Background: an optimization exercise with open tools, aiming at small area, a short achievable clock period and few clock cycles per item. Do not read the settings as production practice.
RTL that was checked went through simulation tests only; none was proved equivalent to the original.
No driver is modelled on the clock port, so clock power and skew are understated where the tree is cut down; a real chip needs a root buffer or a tree.

==> module lzss_decoder, before the edit <==
module lzss_decoder (
  input logic rst_,
  input logic clk,
  input logic literal,
  input logic data_ready,
  input logic [3*8-1:0] data_in,
  output logic new_data_ready,
  output logic data_valid,
  output logic [8-1:0] data_out
);
  localparam int WIN = 56;
  logic       t_valid;     
  logic       t_lit;       
  logic       t_copy;      
  logic       t_len1;      
  logic       t_off0;      
  logic [7:0] t_byte;      
  logic [7:0] t_len;
  logic [7:0] ring [WIN-1:0];
  logic [7:0] rem;       
  logic       act;       
  logic       last;      
  logic       rep;       
  logic       empty;     
  logic       lit;       
  logic [7:0] e_byte;    
  logic [7:0] lo_a;      
  logic [7:0] lo_b;      
  logic [6:0] hi;        
  logic       accept;
  logic       e_load;
  logic       in_far;
  logic       in_copy;
  logic       nxt_act;
  logic       nxt_last;
  logic       rem2_1, empty2;
  logic [7:0] byte_out;
  assign accept   = data_ready & new_data_ready;
  assign e_load   = t_valid;
  assign in_far   = (|data_in[15:6]) | (data_in[5:3] == 3'b111);
  assign in_copy  = !literal && !in_far && data_in[23:16] != 8'd0;
  assign data_out = ring[0];
  always_comb begin
    byte_out = lit ? e_byte : 8'd0;
    for (int j = 0; j < 7; j++) begin
      logic [7:0] grp;
      grp = 8'd0;
      for (int k = 0; k < 8; k++)
        for (int b = 0; b < 8; b++)
          grp[b] = grp[b] | ((b % 2 == 0 ? lo_a[k] : lo_b[k]) & ring[8*j+k][b]);
      byte_out = byte_out | (hi[j] ? grp : 8'd0);
    end
  end
  always_comb begin
    nxt_act  = e_load ? (t_lit || t_copy) : (act && rem >= 8'd2);
    nxt_last = e_load ? (t_lit || (t_copy && t_len1)) : (act && rem == 8'd2);
    rem2_1   = accept  ? literal
             : t_valid ? (t_copy && t_len == 8'd2)
             :           rem == 8'd3;
    empty2   = empty && !act && !nxt_act && !accept;
  end
  always_ff @(posedge clk) begin
    t_lit  <= literal;
    t_copy <= in_copy;
    t_len1 <= data_in[23:16] == 8'd1;
    t_off0 <= data_in[5:0] == 6'd0;
    t_byte <= data_in[7:0];
    t_len  <= data_in[23:16];
  end
  always_ff @(posedge clk) begin
    ring[0] <= byte_out;
    for (int i = WIN-1; i >= 1; i--) ring[i] <= ring[i-1];
  end
  always_ff @(posedge clk) begin
    e_byte[7:6] <= t_byte[7:6];
    e_byte[5:0] <= e_load ? t_byte[5:0] : e_byte[5:0] - 6'd1;
  end
  always_ff @(posedge clk) begin
    if (e_load) begin
      if (t_lit)       rem <= 8'd1;
      else if (t_copy) rem <= t_len;
      else             rem <= 8'd0;
    end else begin
      rem <= rem == 8'd0 ? 8'(WIN-1) : rem - 8'd1;
    end
  end
  always_ff @(posedge clk) begin
    if (!rst_) begin
      lit  <= 1'b0;
      lo_a <= 8'h80;
      lo_b <= 8'h80;
      hi   <= 7'h40;
    end else if (e_load) begin
      lit <= t_lit;
      for (int k = 0; k < 8; k++) begin
        lo_a[k] <= t_copy ? t_byte[2:0] == 3'(k) : (k == 7 && !t_lit);
        lo_b[k] <= t_copy ? t_byte[2:0] == 3'(k) : (k == 7 || t_lit);
      end
      for (int j = 0; j < 7; j++) hi[j] <= t_copy ? t_byte[5:3] == 3'(j) : (j == 6 && !t_lit);
    end else if (last) begin
      lit  <= 1'b0;
      lo_a <= 8'h80;
      lo_b <= 8'h80;
      hi   <= 7'h40;
    end else if (rep) begin
      lit  <= 1'b0;
      lo_a <= 8'h01;
      lo_b <= 8'h01;
      hi   <= 7'h01;
    end
  end
  always_ff @(posedge clk) begin
    if (!rst_) begin
      t_valid        <= 1'b0;
      act            <= 1'b0;
      last           <= 1'b0;
      rep            <= 1'b0;
      empty          <= 1'b1;
      new_data_ready <= 1'b1;
      data_valid     <= 1'b0;
    end else begin
      t_valid        <= accept;
      act            <= nxt_act;
      last           <= nxt_last;
      rep            <= e_load ? (t_copy && t_off0 && !t_len1)
                               : (act && rem >= 8'd3 && e_byte[5:0] == 6'd1);
      empty          <= empty & !act;
      new_data_ready <= rem2_1 || empty2;
      data_valid     <= act;
    end
  end
endmodule
export LEC_CHECK = 0
export CAP_MARGIN = 20
export CORE_MARGIN = 2
export CORE_UTILIZATION = 65
export CTS_CLUSTER_DIAMETER = 60
export CTS_CLUSTER_SIZE = 15
export SETUP_SLACK_MARGIN = 3.2
export SLEW_MARGIN = 20
create_clock -name core_clock -period 5.0 [get_ports {clk}]
standard.sh (not shown) runs the stock make flow with config.mk's settings and CLKGATE_MAP_FILE= SYNTH_SCRIPT=/design/flow/synth_recipe.tcl, a recipe that flattens the netlist after the stock synthesis.
==> flow/flow/run.sh <==
#!/bin/bash
set -euo pipefail
R=orfs/results/${FLOW_PLATFORM}/lzss_decoder/base
bash standard.sh "BUFFER_PORTS_ARGS=-buffer_cell sky130_fd_sc_hd__buf_1" cts > 1_standard_to_cts.log 2>&1
cp $R/4_cts.odb $R/4_cts_orig.odb
R=$R openroad -no_init -exit flow/flatten_clock_tree.tcl > 2_flatten_clock_tree.log 2>&1
bash standard.sh finish > 3_standard_finish.log 2>&1
Other scripts of this flow, unchanged in this note and not shown: flow/flow/flatten_clock_tree.tcl
The baseline finished with timing, DRC and antenna clean.
Next try:
--- a/flow/design.v
+++ b/flow/design.v
@@ -23,6 +23,7 @@
   logic       last;      
   logic       rep;       
   logic       empty;     
+  logic [5:0] rot;       
   logic       lit;       
   logic [7:0] e_byte;    
   logic [7:0] lo_a;      
@@ -34,7 +35,11 @@
   logic       in_copy;
   logic       nxt_act;
   logic       nxt_last;
-  logic       rem2_1, empty2;
+  logic       nxt_empty;
+  logic [5:0] nxt_rot;
+  logic       nxt_rem_ge2;
+  logic       nxt_rem_eq2;
+  logic       act2, last2, empty2, rot2_55;
   logic [7:0] byte_out;
   assign accept   = data_ready & new_data_ready;
   assign e_load   = t_valid;
@@ -53,12 +58,16 @@
     end
   end
   always_comb begin
-    nxt_act  = e_load ? (t_lit || t_copy) : (act && rem >= 8'd2);
-    nxt_last = e_load ? (t_lit || (t_copy && t_len1)) : (act && rem == 8'd2);
-    rem2_1   = accept  ? literal
-             : t_valid ? (t_copy && t_len == 8'd2)
-             :           rem == 8'd3;
-    empty2   = empty && !act && !nxt_act && !accept;
+    nxt_act     = e_load ? (t_lit || t_copy) : (act && rem >= 8'd2);
+    nxt_last    = e_load ? (t_lit || (t_copy && t_len1)) : (act && rem == 8'd2);
+    nxt_empty   = empty & !act;
+    nxt_rot     = (act || empty || rot == 6'(WIN-1)) ? 6'd0 : rot + 6'd1;
+    nxt_rem_ge2 = e_load ? (!t_lit && t_copy && t_len >= 8'd2) : rem >= 8'd3;
+    nxt_rem_eq2 = e_load ? (!t_lit && t_copy && t_len == 8'd2) : rem == 8'd3;
+    act2        = accept ? (literal || in_copy) : (nxt_act && nxt_rem_ge2);
+    last2       = accept ? (literal || (in_copy && data_in[23:16] == 8'd1)) : (nxt_act && nxt_rem_eq2);
+    empty2      = nxt_empty & !nxt_act;
+    rot2_55     = !act && !empty && rot == 6'(WIN-3) && !nxt_act;
   end
   always_ff @(posedge clk) begin
     t_lit  <= literal;
@@ -82,7 +91,7 @@
       else if (t_copy) rem <= t_len;
       else             rem <= 8'd0;
     end else begin
-      rem <= rem == 8'd0 ? 8'(WIN-1) : rem - 8'd1;
+      rem <= rem - 8'd1;
     end
   end
   always_ff @(posedge clk) begin
@@ -117,6 +126,7 @@
       last           <= 1'b0;
       rep            <= 1'b0;
       empty          <= 1'b1;
+      rot            <= 6'd0;
       new_data_ready <= 1'b1;
       data_valid     <= 1'b0;
     end else begin
@@ -125,8 +135,9 @@
       last           <= nxt_last;
       rep            <= e_load ? (t_copy && t_off0 && !t_len1)
                                : (act && rem >= 8'd3 && e_byte[5:0] == 6'd1);
-      empty          <= empty & !act;
-      new_data_ready <= rem2_1 || empty2;
+      empty          <= nxt_empty;
+      rot            <= nxt_rot;
+      new_data_ready <= last2 || (!act2 && (empty2 || rot2_55));
       data_valid     <= act;
     end
   end
=>
- count of clock-buffer cells in the layout stays the same
- design area rose by 1.3%
- wire length climbs by 2.3%
- global-route usage decreases by 0.12 points
- via count rises by 4.6%
- register-to-register slack gets worse by 0.02 ns
Function was not checked in any run of this note: the RTL went through the layout flow alone.

Setup of run A:
The RTL this note starts from:
==> flow/design.v <==
`timescale 1ns / 1ps
module lzss_decoder (
  input logic rst_,
  input logic clk,
  input logic literal,
  input logic data_ready,
  input logic [3*8-1:0] data_in,
  output logic new_data_ready,
  output logic data_valid,
  output logic [8-1:0] data_out
);
  localparam int WIN = 56;
  logic       t_valid;     
  logic       t_lit;       
  logic       t_copy;      
  logic [7:0] t_byte;      
  logic [7:0] ring [WIN-1:0];
  logic [7:0] rem;       
  logic       act;       
  logic       last;      
  logic       rep;       
  logic       empty;     
  logic       lit;       
  logic [7:0] e_byte;    
  logic [7:0] lo;        
  logic [6:0] hi;        
  logic       accept;
  logic       e_load;
  logic       in_far;
  logic       in_copy;
  logic       nxt_act;
  logic       nxt_last;
  logic       rem2_1, empty2;
  logic [7:0] byte_out;
  assign accept   = data_ready & new_data_ready;
  assign e_load   = t_valid;
  assign in_far   = (|data_in[15:6]) | (data_in[5:3] == 3'b111);
  assign in_copy  = !literal && !in_far && data_in[23:16] != 8'd0;
  assign data_out = ring[0];
  always_comb begin
    byte_out = lit ? e_byte : 8'd0;
    for (int j = 0; j < 7; j++) begin
      logic [7:0] grp;
      grp = 8'd0;
      for (int k = 0; k < 8; k++)
        for (int b = 0; b < 8; b++)
          grp[b] = grp[b] | (lo[k] & ring[8*j+k][b]);
      byte_out = byte_out | (hi[j] ? grp : 8'd0);
    end
  end
  always_comb begin
    nxt_act  = e_load ? (t_lit || t_copy) : (act && rem >= 8'd2);
    nxt_last = e_load ? (t_lit || (t_copy && rem == 8'd1)) : (act && rem == 8'd2);
    rem2_1   = accept  ? literal
             : t_valid ? (t_copy && rem == 8'd2)
             :           rem == 8'd3;
    empty2   = empty && !act && !nxt_act && !accept;
  end
  always_ff @(posedge clk) begin
    t_lit  <= literal;
    t_copy <= in_copy;
    t_byte <= data_in[7:0];
  end
  always_ff @(posedge clk) begin
    ring[0] <= byte_out;
    for (int i = WIN-1; i >= 1; i--) ring[i] <= ring[i-1];
  end
  always_ff @(posedge clk) begin
    e_byte[7:6] <= t_byte[7:6];
    e_byte[5:0] <= e_load ? t_byte[5:0] : e_byte[5:0] - 6'd1;
  end
  always_ff @(posedge clk) begin
    if (accept) begin
      rem <= data_in[23:16];
    end else if (e_load) begin
      if (t_lit)        rem <= 8'd1;
      else if (!t_copy) rem <= 8'd0;
    end else begin
      rem <= rem == 8'd0 ? 8'(WIN-1) : rem - 8'd1;
    end
  end
  always_ff @(posedge clk) begin
    if (!rst_) begin
      lit  <= 1'b0;
      lo   <= 8'h80;
      hi   <= 7'h40;
    end else if (e_load) begin
      lit <= t_lit;
      for (int k = 0; k < 8; k++) lo[k] <= t_copy ? t_byte[2:0] == 3'(k) : k == 7;
      for (int j = 0; j < 7; j++) hi[j] <= t_copy ? t_byte[5:3] == 3'(j) : (j == 6 && !t_lit);
    end else if (last) begin
      lit  <= 1'b0;
      lo   <= 8'h80;
      hi   <= 7'h40;
    end else if (rep) begin
      lit  <= 1'b0;
      lo   <= 8'h01;
      hi   <= 7'h01;
    end
  end
  always_ff @(posedge clk) begin
    if (!rst_) begin
      t_valid        <= 1'b0;
      act            <= 1'b0;
      last           <= 1'b0;
      rep            <= 1'b0;
      empty          <= 1'b1;
      new_data_ready <= 1'b1;
      data_valid     <= 1'b0;
    end else begin
      t_valid        <= accept;
      act            <= nxt_act;
      last           <= nxt_last;
      rep            <= e_load ? (t_copy && t_byte[5:0] == 6'd0 && rem != 8'd1)
                               : (act && rem >= 8'd3 && e_byte[5:0] == 6'd1);
      empty          <= empty & !act;
      new_data_ready <= rem2_1 || empty2;
      data_valid     <= act;
    end
  end
endmodule
export LEC_CHECK = 0
export CAP_MARGIN = 20
export CORE_MARGIN = 2
export CORE_UTILIZATION = 65
export CTS_CLUSTER_DIAMETER = 60
export CTS_CLUSTER_SIZE = 15
export SETUP_SLACK_MARGIN = 3.15
export SLEW_MARGIN = 20
create_clock -name core_clock -period 5.0 [get_ports {clk}]
Scripts as last shown in full above: flow/flow/run.sh
Other scripts of this flow, unchanged in this note and not shown: flow/flow/flatten_clock_tree.tcl
#### Input delta (run B over run A)
-- flow/design.v --
<<< run A, line 15
  logic       t_copy;      
  logic [7:0] t_byte;      
  logic [7:0] ring [WIN-1:0];
  logic [7:0] rem;       
>>> run B, line 15
  logic       t_copy;      
  logic [7:0] t_byte;      
  logic [7:0] t_len;
  logic [7:0] ring [WIN-1:0];
  logic [7:0] rem;       
<<< run A, line 51
  always_comb begin
    nxt_act  = e_load ? (t_lit || t_copy) : (act && rem >= 8'd2);
    nxt_last = e_load ? (t_lit || (t_copy && rem == 8'd1)) : (act && rem == 8'd2);
    rem2_1   = accept  ? literal
             : t_valid ? (t_copy && rem == 8'd2)
             :           rem == 8'd3;
    empty2   = empty && !act && !nxt_act && !accept;
>>> run B, line 52
  always_comb begin
    nxt_act  = e_load ? (t_lit || t_copy) : (act && rem >= 8'd2);
    nxt_last = e_load ? (t_lit || (t_copy && t_len == 8'd1)) : (act && rem == 8'd2);
    rem2_1   = accept  ? literal
             : t_valid ? (t_copy && t_len == 8'd2)
             :           rem == 8'd3;
    empty2   = empty && !act && !nxt_act && !accept;
<<< run A, line 61
    t_copy <= in_copy;
    t_byte <= data_in[7:0];
  end
  always_ff @(posedge clk) begin
>>> run B, line 62
    t_copy <= in_copy;
    t_byte <= data_in[7:0];
    t_len  <= data_in[23:16];
  end
  always_ff @(posedge clk) begin
<<< run A, line 71
  end
  always_ff @(posedge clk) begin
    if (accept) begin
      rem <= data_in[23:16];
    end else if (e_load) begin
      if (t_lit)        rem <= 8'd1;
      else if (!t_copy) rem <= 8'd0;
    end else begin
      rem <= rem == 8'd0 ? 8'(WIN-1) : rem - 8'd1;
>>> run B, line 73
  end
  always_ff @(posedge clk) begin
    if (e_load) begin
      if (t_lit)       rem <= 8'd1;
      else if (t_copy) rem <= t_len;
      else             rem <= 8'd0;
    end else begin
      rem <= rem == 8'd0 ? 8'(WIN-1) : rem - 8'd1;
<<< run A, line 112
      act            <= nxt_act;
      last           <= nxt_last;
      rep            <= e_load ? (t_copy && t_byte[5:0] == 6'd0 && rem != 8'd1)
                               : (act && rem >= 8'd3 && e_byte[5:0] == 6'd1);
      empty          <= empty & !act;
>>> run B, line 113
      act            <= nxt_act;
      last           <= nxt_last;
      rep            <= e_load ? (t_copy && t_byte[5:0] == 6'd0 && t_len != 8'd1)
                               : (act && rem >= 8'd3 && e_byte[5:0] == 6'd1);
      empty          <= empty & !act;
==> comparison <==
Starting density of the core, run A and run B: larger value in run B. Post-layout instance count excluding filler cells in run B is 0.60% higher than in run A. Relative to run A, count of clock buffers in the final design increased by 1 in run B. Length of routed wiring on met1 (lower): run A. Synthesized flop and latch total: run A and run B compared, higher one is run B.
Testbench counts of run B, summed over its fixed seeds: cycles 20,582, bytes 20,566.
Function not checked in run A: the RTL went through the layout flow alone.

[static timing again, ports no longer ideal]
How much do the figures lean on ideal ports? The routed layouts below were timed once more, with nothing changed but the port constraints.
Step 1 assumes that a clkbuf_16 drives the clock port and a buf_2 every other input.
Step 2 adds t to the input delays and takes it off the output delays; t is the mean of the earliest and latest rising clock arrival at the registers after step 1. Input paths then give back, and output paths get back, about the clock's delay inside the block.
a / b / c = ideal ports / drivers / drivers and shift; a / b = the first two.
| run | t (ns) | slack for setup (ns) | worst setup path at the end | clock arrival spread, ns |
|---|---|---|---|---|
| the first run of note 1 | 0.426 | 3.178 / 3.086 / 2.891 | input to register | 0.024 / 0.024 |
| the second run of note 1 | 0.421 | 2.804 / 2.875 / 2.454 | input to register | 0.038 / 0.038 |
| run A | 0.408 | 3.183 / 3.090 / 2.987 | input to register | 0.041 / 0.042 |
| run B | 0.433 | 3.174 / 3.074 / 3.130 | input to register | 0.021 / 0.021 |
After both steps every run listed still meets setup and hold. For the second run of note 1, which loses most, drivers alone change the setup slack by +0.071 ns; drivers and shift together by -0.350 ns.
